What follows belongs to an exercise in optimizing a design on an open flow for small area; a production flow would make more cautious choices.
Function was checked by simulation only, so behaviour that the tests miss may differ from the original.
The clock port is modelled as an ideal driver, which makes a skipped or thinned clock tree look cheaper than it is; a real chip needs a root buffer or a tree.
No activity file was given, so power comes from the tool's default toggle rates.

<file path="design.v">
module Version_2_FINAL (clock, reset_active_low, rotate, lcd_data, lcd_rw, lcd_en, lcd_rs, lcd_on, unused_pins);
input logic clock, reset_active_low, rotate;
output logic lcd_rw, lcd_en, lcd_rs, lcd_on; output logic [3:0] lcd_data; output logic [3:0] unused_pins;
logic started;           
logic [1:0] scr;         
logic ini, c;
logic [4:0] k;
logic [14:0] t;
assign lcd_rw = 1'b0;
assign lcd_on = 1'b1;
assign unused_pins = 4'b1111;
wire [6:0] sk = {scr, k};
wire last = (sk == 7'd31) | (sk == 7'd39) | (sk == 7'd69) | (sk == 7'd101);
logic [4:0] rct;
assign rct[0] = (~scr[1] & k[0]) | (k[2] & k[0]) | (scr[0] & ~k[1] & k[0]) | (~scr[0] & k[1] & k[0]) | (scr[1] & scr[0] & k[1] & ~k[0]);
assign rct[1] = (k[2] & ~k[1]) | (~scr[1] & ~k[1]) | (~scr[0] & ~k[1] & k[0]) | (scr[1] & scr[0] & k[1] & ~k[0]);
assign rct[2] = (~k[2] & ~k[1]) | (~scr[1] & ~k[1]) | (scr[1] & scr[0] & ~k[2] & ~k[0]);
assign rct[3] = (scr[1] & k[2]) | (~scr[1] & k[1]) | (~scr[0] & k[1]) | (k[1] & k[0]);
assign rct[4] = (~scr[1] & k[2]);
wire [4:0] rc = (scr == 2'd0) ? k : rct;
wire [1:0] nscr = (scr == 2'd0) ? 2'd1 : (scr == 2'd1) ? 2'd2 : (scr == 2'd2) ? 2'd3 :  2'd0;
wire [14:0] tend =
  (ini && (k == 5'd24)) ? 15'd30523 :
  (ini && (k == 5'd22 || k == 5'd23)) ? 15'd30500 :
  (ini && (k == 5'd21)) ? 15'd23999 :
  (ini && (k == 5'd30)) ? 15'd9307 :
  (ini && (k == 5'd25)) ? 15'd623 :
  (ini && (k == 5'd26 || k == 5'd27)) ? 15'd323 :
  (!ini && c && last) ? 15'd5107 : 15'd407;
wire done = &(t | ~tend);
wire eos = !ini && c && last && done;        
wire run = ~(started | eos) | ~rotate;
wire hi7 = ~|t[14:7];
wire strobe1 = hi7 && t[6:0] <= 7'd22;
wire strobe2 = hi7 && t[6:0] >= 7'd83 && t[6:0] <= 7'd105;
wire nib = ini && k >= 5'd24 && k < 5'd28;
wire wt = ini && k < 5'd24;
wire h = hi7 && t[6:0] <= 7'd82;                  
assign lcd_en = ~wt & (strobe1 | (~nib & strobe2));
assign lcd_rs = ~ini & c;
logic [7:0] ch;
logic [3:0] inib;
assign ch[0] = (k[3] & ~k[1] & ~k[0]) | (k[4] & k[1] & ~k[0]) | (scr[1] & ~scr[0] & ~k[2]) | (k[4] & k[3] & k[2]) | (scr[0] & ~k[2] & k[1] & ~k[0]) | (k[4] & ~k[3] & ~k[2] & k[0]) | (~scr[1] & ~scr[0] & ~k[4] & k[2] & ~k[1] & k[0]) | (k[4] & k[3] & ~k[1]) | (~scr[0] & ~k[3] & ~k[2] & k[1] & k[0]) | (~scr[0] & ~k[4] & ~k[2] & ~k[1] & ~k[0]) | (~scr[1] & scr[0] & ~k[2] & ~k[1] & k[0]);
assign ch[1] = (~k[4] & k[2] & ~k[1] & ~k[0]) | (scr[1] & k[2]) | (scr[1] & scr[0] & k[1]) | (scr[0] & k[2] & k[1]) | (k[4] & ~k[3] & k[1] & ~k[0]) | (~k[4] & k[3] & ~k[2] & k[0]) | (k[4] & ~k[2] & ~k[1] & ~k[0]) | (scr[1] & k[1] & k[0]) | (~scr[1] & scr[0] & ~k[1] & ~k[0]) | (~k[4] & k[3] & k[2] & ~k[0]) | (k[4] & k[3] & k[2] & ~k[1] & k[0]);
assign ch[2] = (~scr[1] & ~k[4] & ~k[3] & ~k[2] & k[0]) | (scr[1] & ~scr[0] & ~k[0]) | (scr[1] & scr[0] & k[2]) | (k[4] & k[2] & k[1] & ~k[0]) | (k[4] & k[2] & ~k[1] & k[0]) | (scr[1] & ~k[2] & ~k[1] & k[0]) | (~k[4] & k[3] & ~k[1] & ~k[0]) | (~scr[0] & ~k[4] & k[2] & k[1] & k[0]) | (scr[1] & k[1] & ~k[0]) | (k[4] & k[3] & k[1] & ~k[0]) | (k[4] & k[3] & ~k[1] & k[0]) | (k[4] & ~k[3] & ~k[2] & ~k[1] & ~k[0]) | (k[4] & ~k[3] & ~k[2] & k[1] & k[0]) | (~scr[1] & ~scr[0] & ~k[4] & ~k[3] & ~k[2] & k[1]);
assign ch[3] = (scr[1] & scr[0] & ~k[0]) | (~scr[0] & ~k[3] & ~k[2] & ~k[1] & k[0]) | (k[4] & k[3] & k[2] & ~k[1]) | (scr[1] & scr[0] & k[2]) | (scr[1] & k[2] & ~k[0]) | (scr[1] & k[1] & ~k[0]) | (k[4] & ~k[3] & ~k[2] & ~k[1]) | (scr[0] & ~k[2] & k[1] & ~k[0]) | (k[3] & k[2] & ~k[1] & ~k[0]) | (k[4] & ~k[3] & k[2] & k[1] & ~k[0]) | (~scr[1] & scr[0] & ~k[2] & ~k[1] & k[0]);
assign ch[4] = (~scr[1] & scr[0] & k[2]) | (scr[0] & k[1] & k[0]) | (k[4] & k[3] & ~k[1] & ~k[0]) | (k[3] & k[2] & k[1] & ~k[0]) | (scr[1] & ~scr[0] & ~k[1] & k[0]) | (~scr[1] & scr[0] & ~k[1] & ~k[0]) | (~k[4] & k[3] & ~k[2] & ~k[1] & k[0]) | (k[4] & ~k[3] & k[2] & ~k[1] & k[0]) | (~scr[0] & ~k[4] & ~k[3] & k[2] & ~k[1] & ~k[0]) | (~scr[1] & ~scr[0] & ~k[4] & ~k[3] & ~k[2] & k[1] & ~k[0]);
assign ch[5] = (~scr[0] & k[1] & ~k[0]) | (~scr[1] & ~k[4] & k[2] & ~k[1]) | (~scr[0] & ~k[3] & ~k[2] & k[0]) | (k[4] & k[3] & k[0]) | (scr[1] & k[1]) | (~scr[1] & scr[0] & k[2]) | (~scr[0] & ~k[4] & ~k[1] & k[0]) | (k[4] & k[1]) | (k[3] & k[2] & k[1]) | (k[4] & ~k[3] & k[2] & ~k[0]);
assign ch[6] = (~scr[1] & ~k[3] & ~k[2]) | (scr[1] & ~k[0]) | (k[3] & ~k[1] & ~k[0]) | (~scr[0] & ~k[4] & k[1] & k[0]) | (~scr[1] & ~scr[0] & k[2] & ~k[1] & k[0]) | (scr[1] & scr[0]) | (k[4] & k[1] & ~k[0]) | (k[4] & ~k[2] & ~k[1]) | (~k[4] & k[3] & k[2]) | (~scr[0] & ~k[4] & ~k[1] & ~k[0]);
assign ch[7] = 1'b0;
assign inib[0] = (~k[2] & ~k[1]) | (~k[2] & ~k[0]) | (~scr[1] & scr[0] & ~k[3]) | (~h & k[3] & k[1] & ~k[0]) | (~h & k[3] & ~k[1] & k[0]);
assign inib[1] = (~k[2]) | (scr[1] & ~k[3]) | (~h & k[3] & k[0]) | (started & ~scr[0] & ~k[3]) | (h & ~k[1] & ~k[0]);
assign inib[2] = (~h & k[3] & k[2] & k[0]) | (started & ~scr[1] & ~scr[0] & ~k[3]) | (~h & k[2] & ~k[1] & ~k[0]);
assign inib[3] = (~h & k[3] & k[2] & ~k[1]) | (started & ~scr[1] & ~scr[0] & ~k[3]);
assign lcd_data = ini ? inib : c ? (h ? ch[7:4] : ch[3:0]) : (h ? {1'b1, rc[4], 2'b00} : rc[3:0]);
always_ff @(posedge clock)
  if (!reset_active_low) t <= 15'd0;
  else if (run & done) t <= {14'd0, eos};
  else t <= t + {14'd0, run};
always_ff @(posedge clock) begin
  if (!reset_active_low) begin
    started <= 1'b0; scr <= 2'd0; ini <= 1'b1; k <= 5'd21; c <= 1'b0;
  end else if (run & done) begin
    if (ini) begin
      if (k == 5'd31) ini <= 1'b0;
      k <= k + 5'd1;
    end else if (!c) c <= 1'b1;
    else if (last) begin
      ini <= 1'b1; k <= 5'd21; c <= 1'b0; started <= 1'b1; scr <= nscr;
    end else begin
      k <= k + 5'd1; c <= 1'b0;
    end
  end
end
endmodule
</file>
<file path="flow/run.sh">
#!/bin/bash
# Layout flow: the standard ORFS flow, with an area-oriented synthesis.
#  - ABC maps the logic with flow/abc_area.script (deep AIG optimisation, area mapping, no buffering/upsizing)
#  - no half/full adder extraction before ABC
#  - port buffers are buf_1 cells; the clock tree has no dummy loads
# Everything else (floorplan, power grid, placement, CTS, routing) is the standard flow.
set -euo pipefail
HERE=$(pwd)
rm -rf "$HERE/scripts_area"
cp -r "$FLOW_HOME/scripts" "$HERE/scripts_area"
cp "$HERE/flow/abc_area.script" "$HERE/scripts_area/abc_area.script"
export SCRIPTS_DIR="$HERE/scripts_area"
export ABC_AREA=1
export ADDER_MAP_FILE=
# port buffers: the smallest buffer (the standard flow picks a delay cell)
export BUFFER_PORTS_ARGS="-buffer_cell sky130_fd_sc_hd__buf_1"
# clock tree: no dummy loads; flow/post_cts.tcl then merges the tree into its root buffer
export CTS_ARGS="-sink_clustering_enable -repair_clock_nets -buf_list sky130_fd_sc_hd__clkbuf_8 -root_buf sky130_fd_sc_hd__clkbuf_16 -sink_clustering_size 40 -sink_clustering_max_diameter 300 -dont_use_dummy_load"
export POST_CTS_TCL="$HERE/flow/post_cts.tcl"
bash standard.sh > "$HERE/flow_make.log" 2>&1
</file>
<file path="flow/abc_area.script">
strash; &get -n; &fraig -x; &put; scorr; dc2; balance -l; resub -K 6 -l; rewrite -l; resub -K 6 -N 2 -l; refactor -l; resub -K 8 -l; balance -l; resub -K 8 -N 2 -l; rewrite -l; resub -K 10 -l; rewrite -z -l; resub -K 10 -N 2 -l; balance -l; resub -K 12 -l; refactor -z -l; resub -K 12 -N 2 -l; rewrite -z -l; balance -l; balance -l; resub -K 6 -l; rewrite -l; resub -K 6 -N 2 -l; refactor -l; resub -K 8 -l; balance -l; resub -K 8 -N 2 -l; rewrite -l; resub -K 10 -l; rewrite -z -l; resub -K 10 -N 2 -l; balance -l; resub -K 12 -l; refactor -z -l; resub -K 12 -N 2 -l; rewrite -z -l; balance -l; &get -n; &deepsyn -J 500; &put; dch -f; amap; strash; &get -n; &deepsyn -J 500; &put; dch -f; amap; topo
</file>
<file path="flow/post_cts.tcl">
# Collapse the clock tree into its root buffer: for this small design one
# buffer drives every register's clock pin (all registers see the same
# arrival). Runs at the end of the standard CTS step.
set block [ord::get_db_block]
set root ""
foreach it [[$block findNet clock] getITerms] { set root [$it getInst] }
set rootnet [[$root findITerm X] getNet]
set leaves {}
foreach it [$rootnet getITerms] {
  set inst [$it getInst]
  if { $inst != $root && [string match "sky130_fd_sc_hd__clkbuf_*" [[$inst getMaster] getName]] } {
    lappend leaves $inst
  }
}
foreach inst $leaves {
  set onet [[$inst findITerm X] getNet]
  set sinks {}
  foreach s [$onet getITerms] {
    if { [$s getInst] != $inst } { lappend sinks $s }
  }
  foreach s $sinks {
    $s disconnect
    $s connect $rootnet
  }
  [$inst findITerm A] disconnect
  [$inst findITerm X] disconnect
  odb::dbInst_destroy $inst
  odb::dbNet_destroy $onet
}
puts "post_cts: root [$root getName] ([[$root getMaster] getName]) now drives [llength [$rootnet getITerms]] pins; removed [llength $leaves] buffers"
estimate_parasitics -placement
report_clock_min_period
</file>
<file path="standard.sh">
#!/bin/bash
# synth_recipe.tcl (not shown) runs the flow's synth.tcl, then flattens the netlist and writes it again
# the make line also repeats each setting of config.mk as NAME=value (left out here)
make -C /OpenROAD-flow-scripts/flow DESIGN_CONFIG=/design/flow/config.mk WORK_HOME=/design/flow/orfs CLKGATE_MAP_FILE= SYNTH_SCRIPT=/design/flow/synth_recipe.tcl "${@:-finish}"
</file>
<file path="config.mk">
export PLATFORM = sky130hd
export DESIGN_NAME = Version_2_FINAL
export DESIGN_NICKNAME = Version_2_FINAL
export VERILOG_FILES = /design/flow/design.v
export SDC_FILE = /design/flow/constraint.sdc
export NUM_CORES = 4
export LEC_CHECK = 0
export CAP_MARGIN = 20
export CORE_MARGIN = 2
export CORE_UTILIZATION = 40
export SLEW_MARGIN = 20
</file>
<file path="constraint.sdc">
create_clock -name core_clock -period 10.0 [get_ports {clock}]
set_input_delay 2.0000 -clock core_clock [delete_from_list [all_inputs] [get_ports {clock}]]
set_output_delay 2.0000 -clock core_clock [all_outputs]
set_load 0.01 [all_outputs]
</file>
==> results of run 1 <==
-- per-layer routing --
metal | up-vias | wire length [µm] | track usage, %
met4 | 0 | 280 | 12.8
met5 | - | 0 | 0
li1 | 1063 | - | -
met1 | 937 | 2370 | 35.8
met2 | 180 | 2590 | 39.5
met3 | 39 | 752 | 4.22
-- worst max-delay path: stages, from the launching register on --
cell	delay, ns
sky130_fd_sc_hd__dfxtp_1	0.70
sky130_fd_sc_hd__clkinv_1	0.47
sky130_fd_sc_hd__nor2_1	0.34
sky130_fd_sc_hd__nand2_1	0.16
sky130_fd_sc_hd__a21oi_1	0.15
sky130_fd_sc_hd__nor2_1	0.07
sky130_fd_sc_hd__clkinv_1	0.08
sky130_fd_sc_hd__a211oi_1	0.06
sky130_fd_sc_hd__or4_1	0.47
sky130_fd_sc_hd__o221a_1	0.23
sky130_fd_sc_hd__nor2_1	0.16
sky130_fd_sc_hd__o311ai_0	0.18
sky130_fd_sc_hd__buf_1	0.16
-- path summary, 6_finish.rpt --
kind / from / to / slack [ns] / cells after the start
max reg2reg: k[2] / t[14] / 4.74 / 24
min: started / started / 0.50 / 2
min reg2reg: started / started / 0.50 / 2
max: k[2] / lcd_data[1] / 4.60 / 12
-- layout by cell type, fill, tap and decap left out, drive strengths merged, types with 2 or more instances in the layout --
cell type	count
buf	8
o21a	2
o211ai	2
a211oi	9
o32ai	2
nand2	22
or3	2
clkinv	40
o22ai	4
a31oi	4
nor2	89
a21oi	14
nor4	4
o21ai	29
dfxtp	25
a2111oi	4
o32a	3
nand3	4
a311oi	2
conb	6
nor3	19
-- kinds of logic after synthesis --
logic type | count (synthesis)
compound gates | 85
simple gates | 142
other cells | 2
buf+inv | 46
flops | 25
-- registers in the layout, summed over array words and instances (netlist names) --
| register | cells |
|---|---|
| c | 1 |
| ini | 1 |
| k | 5 |
| scr | 2 |
| started | 1 |
| t | 15 |
-- cell type report --
class,count,area (µm²),area share (%)
Multi-Input combinational cell,233,1160,60.0
Sequential cell,25,500,26.0
Inverter,40,150,7.79
Tap cell,52,65.1,3.37
Timing Repair Buffer,8,30.0,1.56
Clock buffer,1,25.0,1.30
-- power breakdown --
group / internal [mW] / switching, mW / total, mW
sequential: 0.100 / 0.000796 / 0.101
combinational: 0.00131 / 0.00418 / 0.00549
clock: 0.0185 / 0.0260 / 0.0444
total: 0.120 / 0.0310 / 0.151
==> key figures, run 1 <==
Timing
  – Time the worst path needs with I/O delays and setup: 5.40 ns
  – RSZ-0062 raised after global routing: false
  – Setup-failing EPs final: 0
  – Worst Skew: 0.00316 ns
  – Final TNS setup: 0 ns
  – Highest achievable clock rate: 0.185 GHz
  – Final cycle utilization of the critical path: 54.0%
  – Max-slew violation total from the final report: 0
  – Least setup slack across all paths after layout: 4.60 ns
  – Headroom to the max-slew limit: 60.6%
  – Final number of hold-violating endpoints: 0
  – Final worst hold slack: 0.496 ns
  – Transition time of the tightest slew-check pin: 0.575 ns

Global routing
  – Initial antenna violation count: 0
  – First-pass GRT wire length: 9.78 mm
  – GR Util All Layers: 26.0%
  – Pin count of the biggest net entering global routing: 26
  – Vias in the first global route: 2052
  – Total grt overflow: 0

Critical path
  – Crit path arrival time: 3.40 ns
  – Kind of capture point of the worst setup path: primary output
  – Crit start category: register
  – Type of the setup path with the least slack: reg -> out
  – Req. time, crit path: 8.00 ns
  – Largest driver fanout on the critical path: 14

Pwr
  – VDD IR max: 0.0643 mV
  – Power per cell area: 78.4 nW/µm²
  – Final total power: 0.151 mW
  – Leak: 0.642 nW

Detailed routing
  – Detail Route Antenna Nets: 0
  – Average wire length per cell after detail routing: 16.7 µm
  – Drt via density: 6.18
  – First-iteration detailed-routing DRC count: 353
  – Detailed Route WL: 5.99 mm
  – Length of the first detailed-routing pass in iterations: 7
  – Count of unresolved DRC violations after routing: 0
  – Detailed-route via count: 2219

Cells and area
  – Count of antenna diodes in the layout: 0
  – Area growth from synthesis to final layout: 4.90%
  – Non-filler cells in the finished layout: 359
  – Layout Nets: 312
  – Fill cell count: 482
  – Post-route cell area: 1930 µm²
  – Proportion of layout cells with a drive suffix above 1: 0.326%
  – Post-layout util: 44.0%

Synthesis
  – Cell type with the largest total area after synthesis: sky130_fd_sc_hd__dfxtp_1
  – Share of synthesized cell area in full adder, half adder and majority cells: 0%
  – Post-Synthesis Cells: 300
  – Sequential fraction of the synthesis area: 27.2%
  – Post-synth top cells: sky130_fd_sc_hd__nor2_1 (89), sky130_fd_sc_hd__clkinv_1 (40), sky130_fd_sc_hd__o21ai_0 (29), sky130_fd_sc_hd__dfxtp_1 (25), sky130_fd_sc_hd__nand2_1 (22)
  – Number of distinct library cells after synthesis: 33
  – Combinational family with the most area after synthesis: simple AND/OR/NAND/NOR gates
  – Most common cell in the netlist: sky130_fd_sc_hd__nor2_1
  – Fraction of synthesized cell area taken by the top area cell type: 27.2%
  – Synthesized-area fraction occupied by and/or/nand/nor cells: 31.7%
  – Synthesized-area fraction occupied by xor and xnor cells: 0%
  – Post-synth ARST share: 0%
  – Number of flip-flops and latches in the synthesized netlist: 25
  – Number of enable flip-flop cells after synthesis: 0
  – Cell area after synthesis: 1840 µm²
  – Top post-synthesis cells by area: sky130_fd_sc_hd__dfxtp_1 (27%), sky130_fd_sc_hd__nor2_1 (18%), sky130_fd_sc_hd__clkinv_1 (8.2%)
  – Compound-Gate Fraction of Synth Area: 30.0%
  – Post-synth top flop: sky130_fd_sc_hd__dfxtp_1
  – Total of warnings raised by yosys: 1
  – Proportion of synthesized area in mux cells: 0%
  – Post-synthesis area per instance: 6.13 µm²

Place
  – Total placed instance area: 1900 µm²
  – Placed wire-length estimate: 4.59 mm
  – Number of buffer cells added on primary ports: 8
  – Routability-driven placement congestion ratio: 1.03
  – Inst Count DP: 358
  – DP Worst Slack: 4.85 ns

Hold path
  – Kind of path behind the tightest hold check: reg -> reg

Die
  – Standard-cell rows: 24
  – Initial Utilization: 41.9%
  – Die Width: 71.8 µm
  – Count of pins on the block boundary: 15
  – CORE AREA: 4380 µm²
  – Die boundary height: 71.8 µm
  – Total die area: 5150 µm²

CTS
  – Clock latency on the worst-skew pair: 0.16 ns
  – Clock-pin transition on the worst setup and hold timing paths: 0.10 ns
  – Clock Sinks: 25

Job
  – Max-capacitance violation count: 0

Status
  – Result of the run: complete, no violations
==> inputs of run 2 (changes only) <==
--- a/flow/run.sh
+++ b/flow/run.sh
@@ -12,6 +12,7 @@
 export SCRIPTS_DIR="$HERE/scripts_area"
 export ABC_AREA=1
 export ADDER_MAP_FILE=
+export SKIP_REPAIR_TIE_FANOUT=1
 # port buffers: the smallest buffer (the standard flow picks a delay cell)
 export BUFFER_PORTS_ARGS="-buffer_cell sky130_fd_sc_hd__buf_1"
 # clock tree: no dummy loads; flow/post_cts.tcl then merges the tree into its root buffer
==> flow/abc_area.script (replaced) <==
strash; &get -n; &fraig -x; &put; scorr; dc2; balance -l; resub -K 6 -l; rewrite -l; resub -K 6 -N 2 -l; refactor -l; resub -K 8 -l; balance -l; resub -K 8 -N 2 -l; rewrite -l; resub -K 10 -l; rewrite -z -l; resub -K 10 -N 2 -l; balance -l; resub -K 12 -l; refactor -z -l; resub -K 12 -N 2 -l; rewrite -z -l; balance -l; balance -l; resub -K 6 -l; rewrite -l; resub -K 6 -N 2 -l; refactor -l; resub -K 8 -l; balance -l; resub -K 8 -N 2 -l; rewrite -l; resub -K 10 -l; rewrite -z -l; resub -K 10 -N 2 -l; balance -l; resub -K 12 -l; refactor -z -l; resub -K 12 -N 2 -l; rewrite -z -l; balance -l; dch -f; amap; topo
==> key figures, run 2 <==
Synthesis
  – Post-Synthesis Cells: 306 (was 300)
  – Total of warnings raised by yosys: 1 (unchanged)
  – Post-synth top flop: sky130_fd_sc_hd__dfxtp_1 (unchanged)
  – Post-synth top cells: sky130_fd_sc_hd__nor2_1 (81), sky130_fd_sc_hd__clkinv_1 (35), sky130_fd_sc_hd__dfxtp_1 (25), sky130_fd_sc_hd__o21ai_0 (25), sky130_fd_sc_hd__nor3_1 (24) (was sky130_fd_sc_hd__nor2_1 (89), sky130_fd_sc_hd__clkinv_1 (40), sky130_fd_sc_hd__o21ai_0 (29), sky130_fd_sc_hd__dfxtp_1 (25), sky130_fd_sc_hd__nand2_1 (22))
  – Top post-synthesis cells by area: sky130_fd_sc_hd__dfxtp_1 (26%), sky130_fd_sc_hd__nor2_1 (16%), sky130_fd_sc_hd__clkinv_1 (6.9%) (was sky130_fd_sc_hd__dfxtp_1 (27%), sky130_fd_sc_hd__nor2_1 (18%), sky130_fd_sc_hd__clkinv_1 (8.2%))
  – Sequential fraction of the synthesis area: 26.2% (was 27.2%)
  – Most common cell in the netlist: sky130_fd_sc_hd__nor2_1 (unchanged)
  – Cell type with the largest total area after synthesis: sky130_fd_sc_hd__dfxtp_1 (unchanged)
  – Number of enable flip-flop cells after synthesis: 0 (unchanged)
  – Number of distinct library cells after synthesis: 35 (was 33)
  – Post-synthesis area per instance: 6.24 µm² (was 6.13 µm²)
  – Post-synth ARST share: 0% (unchanged)
  – Number of flip-flops and latches in the synthesized netlist: 25 (unchanged)
  – Fraction of synthesized cell area taken by the top area cell type: 26.2% (was 27.2%)
  – Cell area after synthesis: 1910 µm² (was 1840 µm²)

Cells and area
  – Most frequent standard cell in the layout excluding fill and tap cells: sky130_fd_sc_hd__nor2_1 (unchanged)
  – Largest registers in the final layout: t (15), k (5), scr (2) (unchanged)
  – Layout Nets: 314 (was 312)
  – Post-layout util: 42.7% (was 44.0%)
  – Top library cells by usage in the layout, fill and taps aside: sky130_fd_sc_hd__nor2_1 (81), sky130_fd_sc_hd__clkinv_1 (35), sky130_fd_sc_hd__o21ai_0 (25), sky130_fd_sc_hd__dfxtp_1 (25), sky130_fd_sc_hd__nor3_1 (24) (was sky130_fd_sc_hd__nor2_1 (89), sky130_fd_sc_hd__clkinv_1 (40), sky130_fd_sc_hd__o21ai_0 (29))
  – Most flops, register: t (unchanged)
  – Number of flip-flops under the largest register name: 15 (unchanged)
  – Fill cell count: 491 (was 482)
  – Storage cell area: 500 µm² (unchanged)
  – Proportion of layout cells with a drive suffix above 1: 0.324% (was 0.326%)
  – Footprint of the multi-input gates: 1230 µm² (was 1160 µm²)
  – Count of antenna diodes in the layout: 0 (unchanged)
  – Post-route cell area: 1990 µm² (was 1930 µm²)
  – Area growth from synthesis to final layout: 4.06% (was 4.90%)

Detailed routing
  – First-iteration detailed-routing DRC count: 357 (was 353)
  – Length of the first detailed-routing pass in iterations: 7 (unchanged)
  – Average wire length per cell after detail routing: 16.7 µm (about the same)
  – Count of unresolved DRC violations after routing: 0 (unchanged)
  – Drt via density: 6.35 (was 6.18)
  – Detailed-route via count: 2306 (was 2219)
  – Detailed Route WL: 6.06 mm (was 5.99 mm)
  – Detail Route Antenna Nets: 0 (unchanged)

Die
  – Standard-cell rows: 25 (was 24)
  – CORE AREA: 4660 µm² (was 4380 µm²)
  – Die Width: 73.1 µm (was 71.8 µm)
  – Total die area: 5350 µm² (was 5150 µm²)
  – Count of pins on the block boundary: 15 (unchanged)
  – Initial Utilization: 41.0% (was 41.9%)
  – Die boundary height: 73.1 µm (was 71.8 µm)

Job
  – Max-capacitance violation count: 0 (unchanged)

Timing
  – Final TNS setup: 0 ns (unchanged)
  – Final number of hold-violating endpoints: 0 (unchanged)
  – Worst Skew: 0.00601 ns (was 0.00316 ns)
  – Final cycle utilization of the critical path: 54.2% (was 54.0%)
  – Time the worst path needs with I/O delays and setup: 5.42 ns (was 5.40 ns)
  – Headroom to the max-slew limit: 59.7% (was 60.6%)
  – Setup-failing EPs final: 0 (unchanged)
  – Max-slew violation total from the final report: 0 (unchanged)
  – Transition time of the tightest slew-check pin: 0.602 ns (was 0.575 ns)
  – Highest achievable clock rate: 0.185 GHz (about the same)
  – RSZ-0062 raised after global routing: false (unchanged)

Global routing
  – Vias in the first global route: 2044 (was 2052)
  – GR Util All Layers: 24.9% (was 26.0%)
  – Initial antenna violation count: 0 (unchanged)
  – Pin count of the biggest net entering global routing: 26 (unchanged)
  – Total grt overflow: 0 (unchanged)
  – First-pass GRT wire length: 9.76 mm (was 9.78 mm)

Place
  – Placed wire-length estimate: 4.63 mm (was 4.59 mm)
  – Total placed instance area: 1960 µm² (was 1900 µm²)
  – Routability-driven placement congestion ratio: 1.01 (was 1.03)
  – Number of buffer cells added on primary ports: 8 (unchanged)

CTS
  – Clock Sinks: 25 (unchanged)
  – Clock-pin transition on the worst setup and hold timing paths: 0.10 ns (about the same)
  – Clock latency on the worst-skew pair: 0.16 ns (about the same)

Critical path
  – Largest driver fanout on the critical path: 16 (was 14)
  – Type of the setup path with the least slack: reg -> reg (was reg -> out)
  – Crit path arrival time: 5.50 ns (was 3.40 ns)
  – Kind of capture point of the worst setup path: register (was primary output)
  – Req. time, crit path: 10.08 ns (was 8.00 ns)
  – Crit start category: register (unchanged)

Pwr
  – Power per cell area: 75.8 nW/µm² (was 78.4 nW/µm²)
  – Leak: 0.657 nW (was 0.642 nW)
  – VDD IR max: 0.0615 mV (was 0.0643 mV)

Status
  – Result of the run: complete, no violations (unchanged)

Hold path
  – Kind of path behind the tightest hold check: reg -> reg (unchanged)
[run 2: cell count changes after synthesis, moves of 3 or more]
cell                        delta
sky130_fd_sc_hd__o21ai_0       -4
sky130_fd_sc_hd__nand3_1       +3
sky130_fd_sc_hd__nor3_1        +5
sky130_fd_sc_hd__clkinv_1      -5
sky130_fd_sc_hd__a2111oi_0     -3
sky130_fd_sc_hd__a21oi_1       +3
sky130_fd_sc_hd__and3_1        +3
sky130_fd_sc_hd__o221ai_1      +6
sky130_fd_sc_hd__nor2_1        -8
[run 2: cells by family (layout without fill, tap and decap cells)]
family | count (synthesis) | count (layout) | share of synthesized area, %
buffers and inverters | 41 | 44 | 9.23
AOI/OAI and AO/OA | 92 | 92 | 31.8
DFF | 25 | 25 | 26.2
and+or+nand+nor | 146 | 146 | 32.4
other | 2 | 2 | 0.393
[run 2: path summary, 6_finish.rpt]
check	end	cells past startpoint	start	slack (ns)
worst max register to register	t[13]	26	k[1]	4.58
worst max-delay path	t[13]	26	k[1]	4.58
worst min register to register	t[1]	2	t[1]	0.48
worst min-delay path	t[1]	2	t[1]	0.48
[run 2: routing by layer]
metal	GRT usage (%)	routed length (µm)	up-vias	part of all wire, %
li1	-	-	1118	-
met3	3.59	569	33	9.4
met1	33.4	2570	1002	42
met4	10.1	268	0	4.4
met2	39.8	2660	153	44
met5	0	0	-	0
[run 2: area by class of cell]
class	count	area share, %
Inverter	35	6.61
Clock buffer	1	1.26
Multi-Input combinational cell	240	62.1
Sequential cell	25	25.2
Timing Repair Buffer	8	1.51
Tap cell	54	3.40
[run 2: worst max-delay path, cell delays in order (launching register included)]
cell and delay, ns:
sky130_fd_sc_hd__dfxtp_1 0.59, sky130_fd_sc_hd__clkinv_1 0.51, sky130_fd_sc_hd__nor2_1 0.43, sky130_fd_sc_hd__nand2_1 0.18
sky130_fd_sc_hd__nor2_1 0.28, sky130_fd_sc_hd__a32oi_1 0.12, sky130_fd_sc_hd__nor2_1 0.26, sky130_fd_sc_hd__clkinv_1 0.16
sky130_fd_sc_hd__o21ai_0 0.14, sky130_fd_sc_hd__nor2_1 0.08, sky130_fd_sc_hd__nor2_1 0.09, sky130_fd_sc_hd__nor4_1 0.06
sky130_fd_sc_hd__o221ai_1 0.11, sky130_fd_sc_hd__nor2_1 0.06, sky130_fd_sc_hd__o21ai_0 0.26, sky130_fd_sc_hd__clkinv_1 0.13
sky130_fd_sc_hd__nor2_1 0.20, sky130_fd_sc_hd__nand2_1 0.10, sky130_fd_sc_hd__nor2_1 0.20, sky130_fd_sc_hd__nand2_1 0.10
sky130_fd_sc_hd__nor2_1 0.18, sky130_fd_sc_hd__and3_1 0.24, sky130_fd_sc_hd__and3_1 0.22, sky130_fd_sc_hd__nand2_1 0.08
sky130_fd_sc_hd__nor2_1 0.19, sky130_fd_sc_hd__nand2_1 0.10, sky130_fd_sc_hd__a211oi_1 0.24
[run 2: through the flow]
stage	power [mW]	std cells	hold WS [ns]	setup WS, ns
after floorplan	0.109	306	0.443	5.69
final	0.151	363	0.484	4.58
after detailed placement	0.109	362	0.470	4.73
after global routing	0.158	363	0.500	3.88
after global placement	0.109	362	0.473	4.78
[run 2: power by group]
part	internal (mW)	leakage (nW)	total [mW]	switching, mW
Clock	0.0184	0.0123	0.0442	0.0257
Sequential	0.100	0.202	0.101	0.000678
Combinational	0.00127	0.443	0.00546	0.00419
Total	0.120	0.657	0.151	0.0306
==> inputs of run 3 (changes only) <==
--- a/flow/run.sh
+++ b/flow/run.sh
@@ -2,7 +2,8 @@
 # Layout flow: the standard ORFS flow, with an area-oriented synthesis.
 #  - ABC maps the logic with flow/abc_area.script (deep AIG optimisation, area mapping, no buffering/upsizing)
 #  - no half/full adder extraction before ABC
-#  - port buffers are buf_1 cells; the clock tree has no dummy loads
+#  - port buffers are buf_1 cells; the clock tree is one buffer
+#  - the constant outputs share one tie cell per value
 # Everything else (floorplan, power grid, placement, CTS, routing) is the standard flow.
 set -euo pipefail
 HERE=$(pwd)
@@ -12,6 +13,7 @@
 export SCRIPTS_DIR="$HERE/scripts_area"
 export ABC_AREA=1
 export ADDER_MAP_FILE=
+# constant outputs: one tie cell per value (no tie fanout repair)
 export SKIP_REPAIR_TIE_FANOUT=1
 # port buffers: the smallest buffer (the standard flow picks a delay cell)
 export BUFFER_PORTS_ARGS="-buffer_cell sky130_fd_sc_hd__buf_1"
==> flow/abc_area.script (replaced) <==
strash; &get -n; &fraig -x; &put; scorr; dc2; balance -l; resub -K 6 -l; rewrite -l; resub -K 6 -N 2 -l; refactor -l; resub -K 8 -l; balance -l; resub -K 8 -N 2 -l; rewrite -l; resub -K 10 -l; rewrite -z -l; resub -K 10 -N 2 -l; balance -l; resub -K 12 -l; refactor -z -l; resub -K 12 -N 2 -l; rewrite -z -l; balance -l; balance -l; resub -K 6 -l; rewrite -l; resub -K 6 -N 2 -l; refactor -l; resub -K 8 -l; balance -l; resub -K 8 -N 2 -l; rewrite -l; resub -K 10 -l; rewrite -z -l; resub -K 10 -N 2 -l; balance -l; resub -K 12 -l; refactor -z -l; resub -K 12 -N 2 -l; rewrite -z -l; balance -l; &get -n; &deepsyn -J 500; &put; dch -f; amap; strash; &get -n; &deepsyn -J 500; &put; dch -f; amap; strash; &get -n; &deepsyn -J 500; &put; dch -f; amap; topo
==> key figures, run 3 <==
Synthesis
  – Cell type with the largest total area after synthesis: sky130_fd_sc_hd__dfxtp_1 (unchanged)
  – Top post-synthesis cells by area: sky130_fd_sc_hd__dfxtp_1 (28%), sky130_fd_sc_hd__nor2_1 (15%), sky130_fd_sc_hd__clkinv_1 (8.7%) (was sky130_fd_sc_hd__dfxtp_1 (26%), sky130_fd_sc_hd__nor2_1 (16%), sky130_fd_sc_hd__clkinv_1 (6.9%))
  – Post-synth top cells: sky130_fd_sc_hd__nor2_1 (72), sky130_fd_sc_hd__clkinv_1 (42), sky130_fd_sc_hd__o21ai_0 (29), sky130_fd_sc_hd__dfxtp_1 (25), sky130_fd_sc_hd__nand2_1 (23) (was sky130_fd_sc_hd__nor2_1 (81), sky130_fd_sc_hd__clkinv_1 (35), sky130_fd_sc_hd__dfxtp_1 (25), sky130_fd_sc_hd__o21ai_0 (25), sky130_fd_sc_hd__nor3_1 (24))
  – Post-synth top flop: sky130_fd_sc_hd__dfxtp_1 (unchanged)
  – Most common cell in the netlist: sky130_fd_sc_hd__nor2_1 (unchanged)
  – Number of flip-flops and latches in the synthesized netlist: 25 (unchanged)
  – Total of warnings raised by yosys: 1 (unchanged)
  – Number of distinct library cells after synthesis: 31 (was 35)
  – Post-synthesis area per instance: 6.24 µm² (about the same)
  – Post-Synthesis Cells: 290 (was 306)
  – Fraction of synthesized cell area taken by the top area cell type: 27.7% (was 26.2%)
  – Post-synth ARST share: 0% (unchanged)
  – Cell area after synthesis: 1810 µm² (was 1910 µm²)
  – Sequential fraction of the synthesis area: 27.7% (was 26.2%)
  – Number of enable flip-flop cells after synthesis: 0 (unchanged)

Timing
  – Time the worst path needs with I/O delays and setup: 5.24 ns (was 5.42 ns)
  – Headroom to the max-slew limit: 56.3% (was 59.7%)
  – Max-slew violation total from the final report: 0 (unchanged)
  – Setup-failing EPs final: 0 (unchanged)
  – Final number of hold-violating endpoints: 0 (unchanged)
  – Worst Skew: 0.0101 ns (was 0.00601 ns)
  – Final TNS setup: 0 ns (unchanged)
  – RSZ-0062 raised after global routing: false (unchanged)
  – Final cycle utilization of the critical path: 52.4% (was 54.2%)
  – Transition time of the tightest slew-check pin: 0.648 ns (was 0.602 ns)
  – Highest achievable clock rate: 0.191 GHz (was 0.185 GHz)

Hold path
  – Number of instances on the worst hold path: 2 (unchanged)
  – Kind of path behind the tightest hold check: reg -> reg (unchanged)

Global routing
  – Total grt overflow: 0 (unchanged)
  – Met1 Usage GRT: 30.9% (was 33.4%)
  – Pin count of the biggest net entering global routing: 26 (unchanged)
  – GR Util All Layers: 24.4% (was 24.9%)
  – Global route hottest layer: met2 (unchanged)
  – First-pass GRT wire length: 9.18 mm (was 9.76 mm)
  – Initial antenna violation count: 0 (unchanged)
  – Met2 track demand over resource in global routing: 38.2% (was 39.8%)
  – Vias in the first global route: 1991 (was 2044)
  – Met3 usage: 3.66% (was 3.59%)

Detailed routing
  – Count of unresolved DRC violations after routing: 0 (unchanged)
  – Detailed-route via count: 2145 (was 2306)
  – Drt via density: 6.22 (was 6.35)
  – First-iteration detailed-routing DRC count: 489 (was 357)
  – Detail Route Antenna Nets: 0 (unchanged)
  – Detailed Route WL: 5.64 mm (was 6.06 mm)
  – Average wire length per cell after detail routing: 16.4 µm (was 16.7 µm)
  – Length of the first detailed-routing pass in iterations: 8 (was 7)

Critical path
  – CP cell instances: clkinv_1, nor2_1, clkinv_1, a221oi_1, a211oi_1, o21a_1, nor3_1, a31oi_1, o211ai_1, o2111ai_1, buf_1
  – CP most frequent cell: sky130_fd_sc_hd__clkinv_1 (was sky130_fd_sc_hd__nor2_1)
  – Req. time, crit path: 8.00 ns (was 10.08 ns)
  – Type of the setup path with the least slack: reg -> out (was reg -> reg)
  – Crit start category: register (unchanged)
  – Kind of capture point of the worst setup path: primary output (was register)
  – CP Depth: 11 (was 26)
  – Cell family with the largest share of critical-path delay: compound AO/OA/AOI/OAI gates (was simple AND/OR/NAND/NOR gates)
  – Length in cells of the worst reg-to-reg path: 26 (unchanged)
  – Largest driver fanout on the critical path: 14 (was 16)
  – Worst-path cell with the longest stage delay: sky130_fd_sc_hd__dfxtp_1 (unchanged)
  – Crit path arrival time: 3.24 ns (was 5.50 ns)
  – Buffers and inverters on the worst path: 3 (unchanged)
  – Biggest cell delay along the critical path: 0.49 ns (was 0.59 ns)

Cells and area
  – Post-route cell area: 1880 µm² (was 1990 µm²)
  – Fill cell count: 463 (was 491)
  – Count of antenna diodes in the layout: 0 (unchanged)
  – Largest registers in the final layout: t (15), k (5), scr (2) (unchanged)
  – Most frequent standard cell in the layout excluding fill and tap cells: sky130_fd_sc_hd__nor2_1 (unchanged)
  – Top library cells by usage in the layout, fill and taps aside: sky130_fd_sc_hd__nor2_1 (72), sky130_fd_sc_hd__clkinv_1 (42), sky130_fd_sc_hd__o21ai_0 (29) (was sky130_fd_sc_hd__nor2_1 (81), sky130_fd_sc_hd__clkinv_1 (35), sky130_fd_sc_hd__o21ai_0 (25), sky130_fd_sc_hd__dfxtp_1 (25), sky130_fd_sc_hd__nor3_1 (24))
  – Number of flip-flops under the largest register name: 15 (unchanged)
  – Post-layout util: 43.3% (was 42.7%)
  – Layout Nets: 298 (was 314)
  – Proportion of layout cells with a drive suffix above 1: 0.341% (was 0.324%)
  – Most flops, register: t (unchanged)
  – Area growth from synthesis to final layout: 4.15% (was 4.06%)
  – Non-filler cells in the finished layout: 345 (was 363)

Die
  – CORE AREA: 4350 µm² (was 4660 µm²)
  – Total die area: 5080 µm² (was 5350 µm²)
  – Count of pins on the block boundary: 15 (unchanged)
  – Die Width: 71.3 µm (was 73.1 µm)
  – Standard-cell rows: 24 (was 25)
  – Die boundary height: 71.3 µm (was 73.1 µm)
  – Initial Utilization: 41.6% (was 41.0%)

Pwr
  – Power per cell area: 80.2 nW/µm² (was 75.8 nW/µm²)
  – Leak: 0.596 nW (was 0.657 nW)
  – VDD IR max: 0.0639 mV (was 0.0615 mV)

Place
  – Total placed instance area: 1860 µm² (was 1960 µm²)
  – Placed wire-length estimate: 4.39 mm (was 4.63 mm)
  – Inst Count DP: 344 (was 362)
  – Routability-driven placement congestion ratio: 0.943 (was 1.01)
  – Number of buffer cells added on primary ports: 8 (unchanged)

CTS
  – Clock-pin transition on the worst setup and hold timing paths: 0.10 ns (about the same)
  – Clock Sinks: 25 (unchanged)
  – Clock latency on the worst-skew pair: 0.16 ns (about the same)

Status
  – Result of the run: complete, no violations (unchanged)

Job
  – Max-capacitance violation count: 0 (unchanged)
==> run 3: cell types whose count changed after synthesis, moves of 3 or more <==
cell,change
sky130_fd_sc_hd__and3_1,-3
sky130_fd_sc_hd__a32oi_1,-3
sky130_fd_sc_hd__nor2_1,-9
sky130_fd_sc_hd__o2111ai_1,+3
sky130_fd_sc_hd__clkinv_1,+7
sky130_fd_sc_hd__a31oi_1,+6
sky130_fd_sc_hd__a211oi_1,+3
sky130_fd_sc_hd__nor3_1,-14
sky130_fd_sc_hd__o221ai_1,-7
sky130_fd_sc_hd__o21ai_0,+4
==> run 3: cell families (layout without fill, tap and decap cells) <==
kind of cell / count (synthesis) / in the layout / share of synthesized area (%)
compound gates: 96 / 96 / 33.9
buf+inv: 48 / 51 / 11.2
flops: 25 / 25 / 27.7
other cells: 2 / 2 / 0.415
simple gates: 119 / 119 / 26.8
==> run 3: worst reg2reg max path: stages, from the launching register on <==
cell	delay (ns)
sky130_fd_sc_hd__dfxtp_1	0.52
sky130_fd_sc_hd__clkinv_1	0.39
sky130_fd_sc_hd__o21ai_0	0.36
sky130_fd_sc_hd__nor2_1	0.09
sky130_fd_sc_hd__nor2_1	0.26
sky130_fd_sc_hd__nor2_1	0.12
sky130_fd_sc_hd__a31oi_1	0.16
sky130_fd_sc_hd__a21oi_1	0.08
sky130_fd_sc_hd__o311ai_0	0.18
sky130_fd_sc_hd__nor2_1	0.07
sky130_fd_sc_hd__o21ai_0	0.34
sky130_fd_sc_hd__clkinv_1	0.16
sky130_fd_sc_hd__nor2_1	0.18
sky130_fd_sc_hd__nand2_1	0.11
sky130_fd_sc_hd__nor2_1	0.20
sky130_fd_sc_hd__nand2_1	0.10
sky130_fd_sc_hd__nor2_1	0.21
sky130_fd_sc_hd__nand2_1	0.10
sky130_fd_sc_hd__nor2_1	0.20
sky130_fd_sc_hd__nand2_1	0.10
sky130_fd_sc_hd__nor2_1	0.19
sky130_fd_sc_hd__nand2_1	0.10
sky130_fd_sc_hd__nor2_1	0.19
sky130_fd_sc_hd__nand2_1	0.10
sky130_fd_sc_hd__nor2_1	0.13
sky130_fd_sc_hd__nor2_1	0.05
sky130_fd_sc_hd__nor2_1	0.07
==> run 3: metrics by stage <==
step	setup slack, ns	total power [mW]	hold slack (ns)
5_1_grt	4.39	0.158	0.518
3_3_place_gp	4.84	0.109	0.476
2_1_floorplan	5.79	0.109	0.432
3_5_place_dp	5.11	0.109	0.479
6_report	4.76	0.151	0.497
==> run 3: metal layers <==
| layer | share of wire (%) | up-vias | wire, µm |
|---|---|---|---|
| li1 | - | 1025 | - |
| met1 | 39 | 938 | 2230 |
| met2 | 44 | 142 | 2510 |
| met3 | 8.6 | 40 | 485 |
| met4 | 7.5 | 0 | 425 |
| met5 | 0 | - | 0 |
==> run 3: power by group <==
group	total, mW	switching [mW]	internal (mW)
logic	0.00555	0.00426	0.00129
clock network	0.0443	0.0259	0.0184
registers	0.101	0.000819	0.100
total	0.151	0.0309	0.120
==> run 3: final cells by class <==
type / instances / area, µm² / area share, %
clock buffers: 1 / 25.0 / 1.33
flip-flops and latches: 25 / 500 / 26.6
multi-input cells: 217 / 1110 / 58.7
well taps: 52 / 65.1 / 3.45
inverters: 42 / 158 / 8.37
repair buffers: 8 / 30.0 / 1.59
==> run 3: path summary, 6_finish.rpt <==
check / startpoint / end / slack (ns)
hold / removal: started / started / 0.50
setup / recovery: k[1] / lcd_data[1] / 4.76
setup reg to reg: k[3] / t[14] / 5.20
hold reg to reg: started / started / 0.50
==> inputs of run 4 (changes only) <==
--- a/flow/run.sh
+++ b/flow/run.sh
@@ -2,8 +2,7 @@
 # Layout flow: the standard ORFS flow, with an area-oriented synthesis.
 #  - ABC maps the logic with flow/abc_area.script (deep AIG optimisation, area mapping, no buffering/upsizing)
 #  - no half/full adder extraction before ABC
-#  - port buffers are buf_1 cells; the clock tree is one buffer
-#  - the constant outputs share one tie cell per value
+#  - port buffers are buf_1 cells; the clock tree has no dummy loads
 # Everything else (floorplan, power grid, placement, CTS, routing) is the standard flow.
 set -euo pipefail
 HERE=$(pwd)
@@ -13,8 +12,6 @@
 export SCRIPTS_DIR="$HERE/scripts_area"
 export ABC_AREA=1
 export ADDER_MAP_FILE=
-# constant outputs: one tie cell per value (no tie fanout repair)
-export SKIP_REPAIR_TIE_FANOUT=1
 # port buffers: the smallest buffer (the standard flow picks a delay cell)
 export BUFFER_PORTS_ARGS="-buffer_cell sky130_fd_sc_hd__buf_1"
 # clock tree: no dummy loads; flow/post_cts.tcl then merges the tree into its root buffer
==> key figures, run 4 <==
CTS
  – Clock latency on the worst-skew pair: 0.16 ns (about the same)
  – Clock Sinks: 25 (unchanged)
  – Clock-pin transition on the worst setup and hold timing paths: 0.10 ns (about the same)

Synthesis
  – Cell area after synthesis: 1810 µm² (unchanged)
  – Most common cell in the netlist: sky130_fd_sc_hd__nor2_1 (unchanged)
  – Post-Synthesis Cells: 290 (unchanged)
  – Total of warnings raised by yosys: 1 (unchanged)
  – Top post-synthesis cells by area: sky130_fd_sc_hd__dfxtp_1 (28%), sky130_fd_sc_hd__nor2_1 (15%), sky130_fd_sc_hd__clkinv_1 (8.7%) (unchanged)
  – Post-synthesis area per instance: 6.24 µm² (unchanged)
  – Fraction of synthesized cell area taken by the top area cell type: 27.7% (unchanged)
  – Synthesized-area fraction occupied by xor and xnor cells: 0% (unchanged)
  – Number of flip-flops and latches in the synthesized netlist: 25 (unchanged)
  – Number of enable flip-flop cells after synthesis: 0 (unchanged)
  – Number of distinct library cells after synthesis: 31 (unchanged)
  – Cell type with the largest total area after synthesis: sky130_fd_sc_hd__dfxtp_1 (unchanged)
  – Post-synth top flop: sky130_fd_sc_hd__dfxtp_1 (unchanged)
  – Post-synth ARST share: 0% (unchanged)
  – Compound-Gate Fraction of Synth Area: 33.9% (unchanged)
  – Proportion of synthesized area in mux cells: 0% (unchanged)
  – Share of synthesized cell area in full adder, half adder and majority cells: 0% (unchanged)
  – Sequential fraction of the synthesis area: 27.7% (unchanged)
  – Post-synth top cells: sky130_fd_sc_hd__nor2_1 (72), sky130_fd_sc_hd__clkinv_1 (42), sky130_fd_sc_hd__o21ai_0 (29), sky130_fd_sc_hd__dfxtp_1 (25), sky130_fd_sc_hd__nand2_1 (23) (unchanged)
  – Combinational family with the most area after synthesis: compound AO/OA/AOI/OAI gates (unchanged)
  – Synthesized-area fraction occupied by and/or/nand/nor cells: 26.8% (unchanged)

Pwr
  – Part of the power in combinational logic: 3.7% (about the same)
  – Power per cell area: 79.8 nW/µm² (was 80.2 nW/µm²)
  – Final total power: 0.152 mW (was 0.151 mW)
  – Relative contribution of sequential cells to total power: 66.8% (was 67.0%)
  – Net Sw Frac: 20.7% (was 20.5%)
  – Switching power: 0.0313 mW (was 0.0309 mW)
  – Clock Power Share: 29.4% (was 29.3%)
  – Cell internal power dissipation: 0.120 mW (about the same)
  – Leak: 0.609 nW (was 0.596 nW)
  – VDD IR max: 0.0541 mV (was 0.0639 mV)

Cells and area
  – Non-filler cells in the finished layout: 349 (was 345)
  – Number of flip-flops under the largest register name: 15 (unchanged)
  – Most frequent standard cell in the layout excluding fill and tap cells: sky130_fd_sc_hd__nor2_1 (unchanged)
  – Largest registers in the final layout: t (15), k (5), scr (2) (unchanged)
  – Area growth from synthesis to final layout: 4.98% (was 4.15%)
  – Layout Nets: 302 (was 298)
  – Proportion of layout cells with a drive suffix above 1: 0.337% (was 0.341%)
  – Most flops, register: t (unchanged)
  – Post-layout util: 43.6% (was 43.3%)
  – Count of antenna diodes in the layout: 0 (unchanged)
  – Top library cells by usage in the layout, fill and taps aside: sky130_fd_sc_hd__nor2_1 (72), sky130_fd_sc_hd__clkinv_1 (42), sky130_fd_sc_hd__o21ai_0 (29) (unchanged)

Detailed routing
  – Detail Route Antenna Nets: 0 (unchanged)
  – Detailed-route via count: 2176 (was 2145)
  – Average wire length per cell after detail routing: 16.1 µm (was 16.4 µm)
  – Length of the first detailed-routing pass in iterations: 6 (was 8)
  – Count of unresolved DRC violations after routing: 0 (unchanged)
  – Drt via density: 6.23 (was 6.22)
  – Detailed Route WL: 5.60 mm (was 5.64 mm)
  – First-iteration detailed-routing DRC count: 396 (was 489)

Timing
  – Final number of hold-violating endpoints: 0 (unchanged)
  – RSZ-0062 raised after global routing: false (unchanged)
  – Headroom to the max-slew limit: 54.4% (was 56.3%)
  – Final cycle utilization of the critical path: 53.1% (was 52.4%)
  – Time the worst path needs with I/O delays and setup: 5.31 ns (was 5.24 ns)
  – Worst Skew: 0.00783 ns (was 0.0101 ns)
  – Max-slew violation total from the final report: 0 (unchanged)
  – Transition time of the tightest slew-check pin: 0.676 ns (was 0.648 ns)
  – Final TNS setup: 0 ns (unchanged)
  – Setup-failing EPs final: 0 (unchanged)
  – Highest achievable clock rate: 0.188 GHz (was 0.191 GHz)

Global routing
  – Total grt overflow: 0 (unchanged)
  – Initial antenna violation count: 0 (unchanged)
  – Pin count of the biggest net entering global routing: 26 (unchanged)
  – Vias in the first global route: 1935 (was 1991)
  – First-pass GRT wire length: 9.16 mm (was 9.18 mm)
  – GR Util All Layers: 24.3% (was 24.4%)

Place
  – Number of buffer cells added on primary ports: 8 (unchanged)
  – Routability-driven placement congestion ratio: 1.01 (was 0.943)
  – Inst Count DP: 348 (was 344)
  – Placed wire-length estimate: 4.39 mm (about the same)

Critical path
  – Type of the setup path with the least slack: reg -> out (unchanged)
  – Crit path arrival time: 3.31 ns (was 3.24 ns)
  – Startpoint of the most critical register-to-register path: k[0] (was k[3])
  – Crit start category: register (unchanged)
  – Largest driver fanout on the critical path: 14 (unchanged)
  – Req. time, crit path: 8.00 ns (about the same)
  – Worst Setup SP: k[1] (unchanged)
  – Length in cells of the worst reg-to-reg path: 26 (unchanged)
  – Kind of capture point of the worst setup path: primary output (unchanged)

Die
  – Die Width: 71.3 µm (unchanged)
  – Count of pins on the block boundary: 15 (unchanged)
  – Total die area: 5080 µm² (unchanged)
  – Die boundary height: 71.3 µm (unchanged)
  – Standard-cell rows: 24 (unchanged)
  – Initial Utilization: 41.6% (unchanged)
  – CORE AREA: 4350 µm² (unchanged)

Hold path
  – Number of instances on the worst hold path: 2 (unchanged)
  – Startpoint of the tightest hold check path: started (unchanged)
  – Kind of path behind the tightest hold check: reg -> reg (unchanged)

Status
  – Result of the run: complete, no violations (unchanged)

Job
  – Max-capacitance violation count: 0 (unchanged)
run 4: cell counts after synthesis:
No cell type changed its count.
run 4: stage by stage:
| step | area, µm² | worst slack, ns | hold slack, ns |
|---|---|---|---|
| after detailed placement | 1870 | 5.03 | 0.472 |
| after global placement | 1870 | 4.87 | 0.467 |
| after floorplan | 1820 | 5.79 | 0.432 |
| final | 1900 | 4.69 | 0.489 |
| after global routing | 1900 | 4.33 | 0.521 |
run 4: path summary, 6_finish.rpt:
path / end / slack [ns]
worst min register to register: started / 0.49
worst min-delay path: started / 0.49
worst max register to register: t[14] / 5.08
worst max-delay path: lcd_data[1] / 4.69
run 4: kinds of logic after synthesis:
kind of cell | after synthesis
AOI/OAI and AO/OA | 96
buffers and inverters | 48
DFF | 25
other | 2
and+or+nand+nor | 119
run 4: power groups by stage:
| stage | sequential (mW) | combinational [mW] | clock (mW) |
|---|---|---|---|
| 3_5_place_dp | 0.104 | 0.00561 | 0 |
| 6_report | 0.101 | 0.00562 | 0.0446 |
| 2_1_floorplan | 0.103 | 0.00580 | 0 |
| 3_3_place_gp | 0.104 | 0.00556 | 0 |
| 5_1_grt | 0.101 | 0.00652 | 0.0517 |
run 4: layer usage:
| metal | GRT usage, % | share of wire, % | vias up | wire (µm) |
|---|---|---|---|---|
| met4 | 13.0 | 5.9 | 0 | 332 |
| met1 | 32.2 | 40 | 952 | 2260 |
| met5 | 0 | 0 | - | 0 |
| met3 | 2.39 | 8.6 | 38 | 480 |
| met2 | 39.0 | 45 | 146 | 2530 |
| li1 | - | - | 1040 | - |
run 4: area by class of cell:
cell class,count,area [µm²]
repair buffers,8,30.0
fillers,473,2450
inverters,42,158
multi-input cells,221,1120
clock buffers,1,25.0
flip-flops and latches,25,500
well taps,52,65.1
run 4: critical path, cell delays in order, from the launching register on:
cell                        delay (ns)
sky130_fd_sc_hd__dfxtp_1          0.54
sky130_fd_sc_hd__clkinv_1         0.47
sky130_fd_sc_hd__nor2_1           0.41
sky130_fd_sc_hd__clkinv_1         0.16
sky130_fd_sc_hd__a221oi_1         0.44
sky130_fd_sc_hd__a211oi_1         0.18
sky130_fd_sc_hd__o21a_1           0.20
sky130_fd_sc_hd__nor3_1           0.17
sky130_fd_sc_hd__a31oi_1          0.06
sky130_fd_sc_hd__o211ai_1         0.21
sky130_fd_sc_hd__o2111ai_1        0.15
sky130_fd_sc_hd__buf_1            0.15

-- what the ideal ports hide --
No port has a modelled driver above. Below, the same layouts with a new extraction and two added sets of constraints.
Step 1 assumes that a clkbuf_16 drives the clock port and a buf_2 every other input.
Step 2 adds t to the input delays and takes it off the output delays; t is the mean of the earliest and latest rising clock arrival at the registers after step 1. Input paths then give back, and output paths get back, about the clock's delay inside the block.
a / b / c = no drivers / after step 1 / after step 2; a / b = the first two.
run	t, ns	slack for setup (ns)	worst register clock-pin slew, ns	pins driven straight from the clock port
run 1	0.186	4.597 / 4.568 / 4.742	0.10 / 0.10	1
run 2	0.188	4.583 / 4.583 / 4.583	0.10 / 0.10	1
run 3	0.189	4.756 / 4.725 / 4.914	0.10 / 0.10	1
run 4	0.187	4.687 / 4.658 / 4.845	0.10 / 0.10	1
After both steps setup and hold are still met in every run listed.
